Background: an optimization exercise with open tools, aiming at small area and a short achievable clock period. Do not read the settings as production practice.
Only simulation tests tie the RTL to the original design; equivalence was not proved.

==> wip/fjord <==
## fir_gen
module fir_gen (
  input clk, input reset, input Load_x,
  input signed [8:0] x_in, input signed [8:0] c_in,
  output signed [10:0] y_out);
  reg [11:0] cm [0:14];   
  reg [2:0] cs [0:14];    
  reg [8:0] x;
  reg [10:0] x3;
  wire [10:0] x3_in = {x_in[8], x_in[8], x_in} + {x_in[8], x_in, 1'b0};
  reg [8:0] xn;     
  reg [10:0] x3n;   
  reg [18:0] a14_0;
  reg [18:0] a14_1;
  reg [18:0] a13_0;
  reg [18:0] a13_1;
  reg [18:0] a12_0;
  reg [18:0] a12_1;
  reg [18:0] a11_0;
  reg [18:0] a11_1;
  reg [18:0] a10_0;
  reg [18:0] a10_1;
  reg [18:0] a9_0;
  reg [18:0] a9_1;
  reg [18:0] a8_0;
  reg [18:0] a8_1;
  reg [18:0] a7_0;
  reg [18:0] a7_1;
  reg [18:0] a6_0;
  reg [18:0] a6_1;
  reg [18:0] a5_0;
  reg [18:0] a5_1;
  reg [18:0] a4_0;
  reg [18:0] a4_1;
  reg [18:0] a3_0;
  reg [18:0] a3_1;
  reg [18:0] a2_0;
  reg [18:0] a2_1;
  reg [18:0] a1_0;
  reg [18:0] a1_1;
  reg [18:0] q0;
  reg [18:0] q1;
  wire [9:0] cx = {c_in, 1'b0};
  wire [11:0] cin_m;
  wire [2:0] cin_s;
  genvar j;
  generate for (j = 0; j < 3; j = j + 1) begin : rec
    wire p = cx[3*j+2] ^ cx[3*j+3];
    wire q = cx[3*j+1] ^ cx[3*j+3];
    wire r = cx[3*j] ^ cx[3*j+3];
    assign cin_m[4*j]   = ~p & (q ^ r);
    assign cin_m[4*j+1] = (~p & q & r) | (p & ~q & ~r);
    assign cin_m[4*j+2] = p & (q ^ r);
    assign cin_m[4*j+3] = p & q & r;
    assign cin_s[j] = cx[3*j+3];
  end endgenerate
  reg [8:0] c0raw;
  wire [9:0] c0_raw;
  wire [14:0] c0r;
  generate for (j = 0; j < 3; j = j + 1) begin : raw0
    wire [2:0] mag = {cm[0][4*j+3], cm[0][4*j+1] | cm[0][4*j+2], cm[0][4*j] | cm[0][4*j+2]};
    wire [9:0] v = cs[0][j] ? (~{7'd0, mag} + 10'd1) : {7'd0, mag};
  end endgenerate
  ...
make LEC_CHECK=0 CAP_MARGIN=20 CORE_MARGIN=2 CORE_UTILIZATION=68 SETUP_SLACK_MARGIN=3.0 SLEW_MARGIN=20 SYNTH_HIERARCHICAL=1 SYNTH_MINIMUM_KEEP_SIZE=0 finish   # period 6.0 ns
run.sh (not shown) runs the stock make flow with config.mk's settings and CLKGATE_MAP_FILE= SYNTH_SCRIPT=/design/flow/synth_recipe.tcl, a recipe that flattens the netlist after the stock synthesis.
==> wip/tundra: changes against wip/fjord <==
--- a/flow/design.v
+++ b/flow/design.v
@@ -51,23 +51,23 @@
     assign cin_m[4*j+1] = (~p & q & r) | (p & ~q & ~r);
     assign cin_m[4*j+2] = p & (q ^ r);
     assign cin_m[4*j+3] = p & q & r;
     assign cin_s[j] = cx[3*j+3];
   end endgenerate
-  reg [8:0] c0raw;
+  reg [14:0] c0r;
   wire [9:0] c0_raw;
-  wire [14:0] c0r;
+  wire [14:0] c0_r4;
   generate for (j = 0; j < 3; j = j + 1) begin : raw0
     wire [2:0] mag = {cm[0][4*j+3], cm[0][4*j+1] | cm[0][4*j+2], cm[0][4*j] | cm[0][4*j+2]};
     wire [9:0] v = cs[0][j] ? (~{7'd0, mag} + 10'd1) : {7'd0, mag};
   end endgenerate
   assign c0_raw = raw0[0].v + (raw0[1].v << 3) + (raw0[2].v << 6);
-  wire [10:0] c0x = {c0raw[8], c0raw, 1'b0};
+  wire [10:0] c0x = {c0_raw[8], c0_raw[8:0], 1'b0};
   generate for (j = 0; j < 5; j = j + 1) begin : rec4
-    assign c0r[3*j]   = c0x[2*j+1] ^ c0x[2*j];
-    assign c0r[3*j+1] = (c0x[2*j+2] & ~c0x[2*j+1] & ~c0x[2*j]) | (~c0x[2*j+2] & c0x[2*j+1] & c0x[2*j]);
-    assign c0r[3*j+2] = c0x[2*j+2];
+    assign c0_r4[3*j]   = c0x[2*j+1] ^ c0x[2*j];
+    assign c0_r4[3*j+1] = (c0x[2*j+2] & ~c0x[2*j+1] & ~c0x[2*j]) | (~c0x[2*j+2] & c0x[2*j+1] & c0x[2*j]);
+    assign c0_r4[3*j+2] = c0x[2*j+2];
   end endgenerate
   reg [10:0] y;
   assign y_out = y;
   integer k;
   always @(posedge clk or posedge reset)
@@ -1910,11 +1910,11 @@
   fir_cpa ucpa (.a(fa), .b(fb), .s(fs_hi));
   wire [18:0] fs = {fs_hi, 8'd0};
   always @(posedge clk) begin
       x <= x_in;
       x3 <= x3_in;
-      c0raw <= c0_raw[8:0];
+      c0r <= c0_r4;
       xn <= ~x_in;
       x3n <= ~x3_in;
       a14_0[0] <= cs[14][0];
       a14_1[0] <= b14_p1;
       a14_0[1] <= b14_p2;
@@ -2400,12 +2400,16 @@
 module fir_fa (input a, input b, input c, output s, output co);
   assign s = a ^ b ^ c;
   assign co = (a & b) | (a & c) | (b & c);
 endmodule
 module fir_cpa (input [18:0] a, input [18:0] b, output [10:0] s);
-  wire [18:0] p0 = a ^ b;
-  wire [18:0] g0 = a & b;
+  wire [18:0] p0, g0;
+  genvar i;
+  generate for (i = 0; i < 19; i = i + 1) begin : pg
+    fir_xor2 ux (.a(a[i]), .b(b[i]), .s(p0[i]));
+    fir_and2 ua (.a(a[i]), .b(b[i]), .s(g0[i]));
+  end endgenerate
   wire [18:0] g1, p1;
   assign g1[0] = g0[0];
   assign p1[0] = p0[0];
   assign g1[1] = g0[1] | (p0[1] & g0[0]);
   assign p1[1] = p0[1] & p0[0];
@@ -2609,9 +2613,15 @@
   assign s[7] = p0[15] ^ g5[14];
   assign s[8] = p0[16] ^ g5[15];
   assign s[9] = p0[17] ^ g5[16];
   assign s[10] = p0[18] ^ g5[17];
 endmodule
+module fir_xor2 (input a, input b, output s);
+  assign s = a ^ b;
+endmodule
+module fir_and2 (input a, input b, output s);
+  assign s = a & b;
+endmodule
 module fir_ha (input a, input b, output s, output co);
   assign s = a ^ b;
   assign co = a & b;
 endmodule
--- a/flow/config.mk
+++ b/flow/config.mk
@@ -6,9 +6,10 @@
 export NUM_CORES = 4
 export LEC_CHECK = 0
 export CAP_MARGIN = 20
 export CORE_MARGIN = 2
 export CORE_UTILIZATION = 68
-export SETUP_SLACK_MARGIN = 3.0
+export SETUP_SLACK_MARGIN = 3.45
 export SLEW_MARGIN = 20
 export SYNTH_HIERARCHICAL = 1
 export SYNTH_MINIMUM_KEEP_SIZE = 0
+export TNS_END_PERCENT = 5
==> wip/lagoon: changes against wip/fjord <==
--- a/flow/config.mk
+++ b/flow/config.mk
@@ -5,10 +5,10 @@
 export SDC_FILE = /design/flow/constraint.sdc
 export NUM_CORES = 4
 export LEC_CHECK = 0
 export CAP_MARGIN = 20
 export CORE_MARGIN = 2
-export CORE_UTILIZATION = 68
+export CORE_UTILIZATION = 76
 export SETUP_SLACK_MARGIN = 3.0
 export SLEW_MARGIN = 20
 export SYNTH_HIERARCHICAL = 1
 export SYNTH_MINIMUM_KEEP_SIZE = 0
==> wip/maple: changes against wip/fjord <==
--- a/flow/design.v
+++ b/flow/design.v
@@ -51,23 +51,23 @@
     assign cin_m[4*j+1] = (~p & q & r) | (p & ~q & ~r);
     assign cin_m[4*j+2] = p & (q ^ r);
     assign cin_m[4*j+3] = p & q & r;
     assign cin_s[j] = cx[3*j+3];
   end endgenerate
-  reg [8:0] c0raw;
+  reg [14:0] c0r;
   wire [9:0] c0_raw;
-  wire [14:0] c0r;
+  wire [14:0] c0_r4;
   generate for (j = 0; j < 3; j = j + 1) begin : raw0
     wire [2:0] mag = {cm[0][4*j+3], cm[0][4*j+1] | cm[0][4*j+2], cm[0][4*j] | cm[0][4*j+2]};
     wire [9:0] v = cs[0][j] ? (~{7'd0, mag} + 10'd1) : {7'd0, mag};
   end endgenerate
   assign c0_raw = raw0[0].v + (raw0[1].v << 3) + (raw0[2].v << 6);
-  wire [10:0] c0x = {c0raw[8], c0raw, 1'b0};
+  wire [10:0] c0x = {c0_raw[8], c0_raw[8:0], 1'b0};
   generate for (j = 0; j < 5; j = j + 1) begin : rec4
-    assign c0r[3*j]   = c0x[2*j+1] ^ c0x[2*j];
-    assign c0r[3*j+1] = (c0x[2*j+2] & ~c0x[2*j+1] & ~c0x[2*j]) | (~c0x[2*j+2] & c0x[2*j+1] & c0x[2*j]);
-    assign c0r[3*j+2] = c0x[2*j+2];
+    assign c0_r4[3*j]   = c0x[2*j+1] ^ c0x[2*j];
+    assign c0_r4[3*j+1] = (c0x[2*j+2] & ~c0x[2*j+1] & ~c0x[2*j]) | (~c0x[2*j+2] & c0x[2*j+1] & c0x[2*j]);
+    assign c0_r4[3*j+2] = c0x[2*j+2];
   end endgenerate
   reg [10:0] y;
   assign y_out = y;
   integer k;
   always @(posedge clk or posedge reset)
@@ -1910,11 +1910,11 @@
   fir_cpa ucpa (.a(fa), .b(fb), .s(fs_hi));
   wire [18:0] fs = {fs_hi, 8'd0};
   always @(posedge clk) begin
       x <= x_in;
       x3 <= x3_in;
-      c0raw <= c0_raw[8:0];
+      c0r <= c0_r4;
       xn <= ~x_in;
       x3n <= ~x3_in;
       a14_0[0] <= cs[14][0];
       a14_1[0] <= b14_p1;
       a14_0[1] <= b14_p2;
@@ -2400,12 +2400,16 @@
 module fir_fa (input a, input b, input c, output s, output co);
   assign s = a ^ b ^ c;
   assign co = (a & b) | (a & c) | (b & c);
 endmodule
 module fir_cpa (input [18:0] a, input [18:0] b, output [10:0] s);
-  wire [18:0] p0 = a ^ b;
-  wire [18:0] g0 = a & b;
+  wire [18:0] p0, g0;
+  genvar i;
+  generate for (i = 0; i < 19; i = i + 1) begin : pg
+    fir_xor2 ux (.a(a[i]), .b(b[i]), .s(p0[i]));
+    fir_and2 ua (.a(a[i]), .b(b[i]), .s(g0[i]));
+  end endgenerate
   wire [18:0] g1, p1;
   assign g1[0] = g0[0];
   assign p1[0] = p0[0];
   assign g1[1] = g0[1] | (p0[1] & g0[0]);
   assign p1[1] = p0[1] & p0[0];
@@ -2609,9 +2613,15 @@
   assign s[7] = p0[15] ^ g5[14];
   assign s[8] = p0[16] ^ g5[15];
   assign s[9] = p0[17] ^ g5[16];
   assign s[10] = p0[18] ^ g5[17];
 endmodule
+module fir_xor2 (input a, input b, output s);
+  assign s = a ^ b;
+endmodule
+module fir_and2 (input a, input b, output s);
+  assign s = a & b;
+endmodule
 module fir_ha (input a, input b, output s, output co);
   assign s = a ^ b;
   assign co = a & b;
 endmodule
--- a/flow/config.mk
+++ b/flow/config.mk
@@ -6,9 +6,9 @@
 export NUM_CORES = 4
 export LEC_CHECK = 0
 export CAP_MARGIN = 20
 export CORE_MARGIN = 2
 export CORE_UTILIZATION = 68
-export SETUP_SLACK_MARGIN = 3.0
+export SETUP_SLACK_MARGIN = 3.4
 export SLEW_MARGIN = 20
 export SYNTH_HIERARCHICAL = 1
 export SYNTH_MINIMUM_KEEP_SIZE = 0
==> results.cfg <==
[yosys]
synth_top_area_frac = 0.234

[critical_path]
cp_max_fo = 39
crit_chain = buf_12 -> inv_2 -> buf_12 -> a22o_1 -> a221oi_2 -> xnor2_1 -> fa_2 -> fa_1 -> fa_1

[outcome]
status = no timing/DRC/antenna violations

[cells_and_area]
nFillCells = 4646
final_common_cell = fa_1
[end of results for wip/fjord]
==> results.cfg <==
[critical_path]
cp_max_fo = 18
crit_chain = buf_12 -> inv_4 -> buf_12 -> o21ai_0 -> o221ai_1 -> xor2_1 -> fa_1 -> fa_1 -> fa_1

[yosys]
synth_top_area_frac = 0.234

[outcome]
status = no timing/DRC/antenna violations
[end of results for wip/lagoon]
==> results.cfg <==
[cells_and_area]
nFillCells = 3024
final_common_cell = dfxtp_1

[critical_path]
crit_chain = buf_12 -> buf_4 -> buf_4 -> o21ai_0 -> nand2_2 -> xor2_2 -> fa_2 -> fa_2 -> fa_1
cp_max_fo = 5

[outcome]
status = no timing/DRC/antenna violations

[yosys]
synth_top_area_frac = 0.235
[end of results for wip/maple]
==> results.cfg <==
[timing]
final-max-slew-violation-count = 0

[critical_path]
cp_max_fo = 14
crit_chain = xor2_1 -> inv_1 -> fa_1 -> fa_1 -> ha_1

[clocking]
ctsHtreeMaxLevel = 3

[yosys]
synth_top_area_frac = 0.235

[cells_and_area]
nFillCells = 3916

[outcome]
status = no timing/DRC/antenna violations

[grt]
grt-ovfl-total = 0
[end of results for wip/tundra]

==> port drivers added, routing unchanged <==
In the flow no input, the clock included, has a driving cell. The finished layouts below were timed again as built, in two steps. Step 1, drivers: a clkbuf_16 drives clk and a buf_2 each remaining input, both assumed. Step 2 adds t to the input delays and takes it off the output delays; t is the mean of the earliest and latest rising clock arrival at the registers after step 1. Input paths then give back, and output paths get back, about the clock's delay inside the block. Slacks: no drivers / after step 1 / after step 2; pairs: no drivers / after step 1.
| run | t, ns | setup WS [ns] | clock arrival spread, ns | worst register clock-pin slew, ns |
|---|---|---|---|---|
| wip/fjord | 0.688 | 2.989 / 2.989 / 2.426 | 0.035 / 0.035 | 0.07 / 0.07 |
| wip/tundra | 0.703 | 3.147 / 3.147 / 2.565 | 0.031 / 0.032 | 0.07 / 0.07 |
| wip/lagoon | 0.699 | 2.959 / 2.959 / 2.437 | 0.027 / 0.027 | 0.07 / 0.07 |
| wip/maple | 0.724 | 3.132 / 3.132 / 2.599 | 0.052 / 0.052 | 0.07 / 0.07 |
After both steps every run listed still meets setup and hold. The setup slack of wip/tundra, which loses most, moves by 0.000 ns with the drivers and by -0.582 ns with both steps.
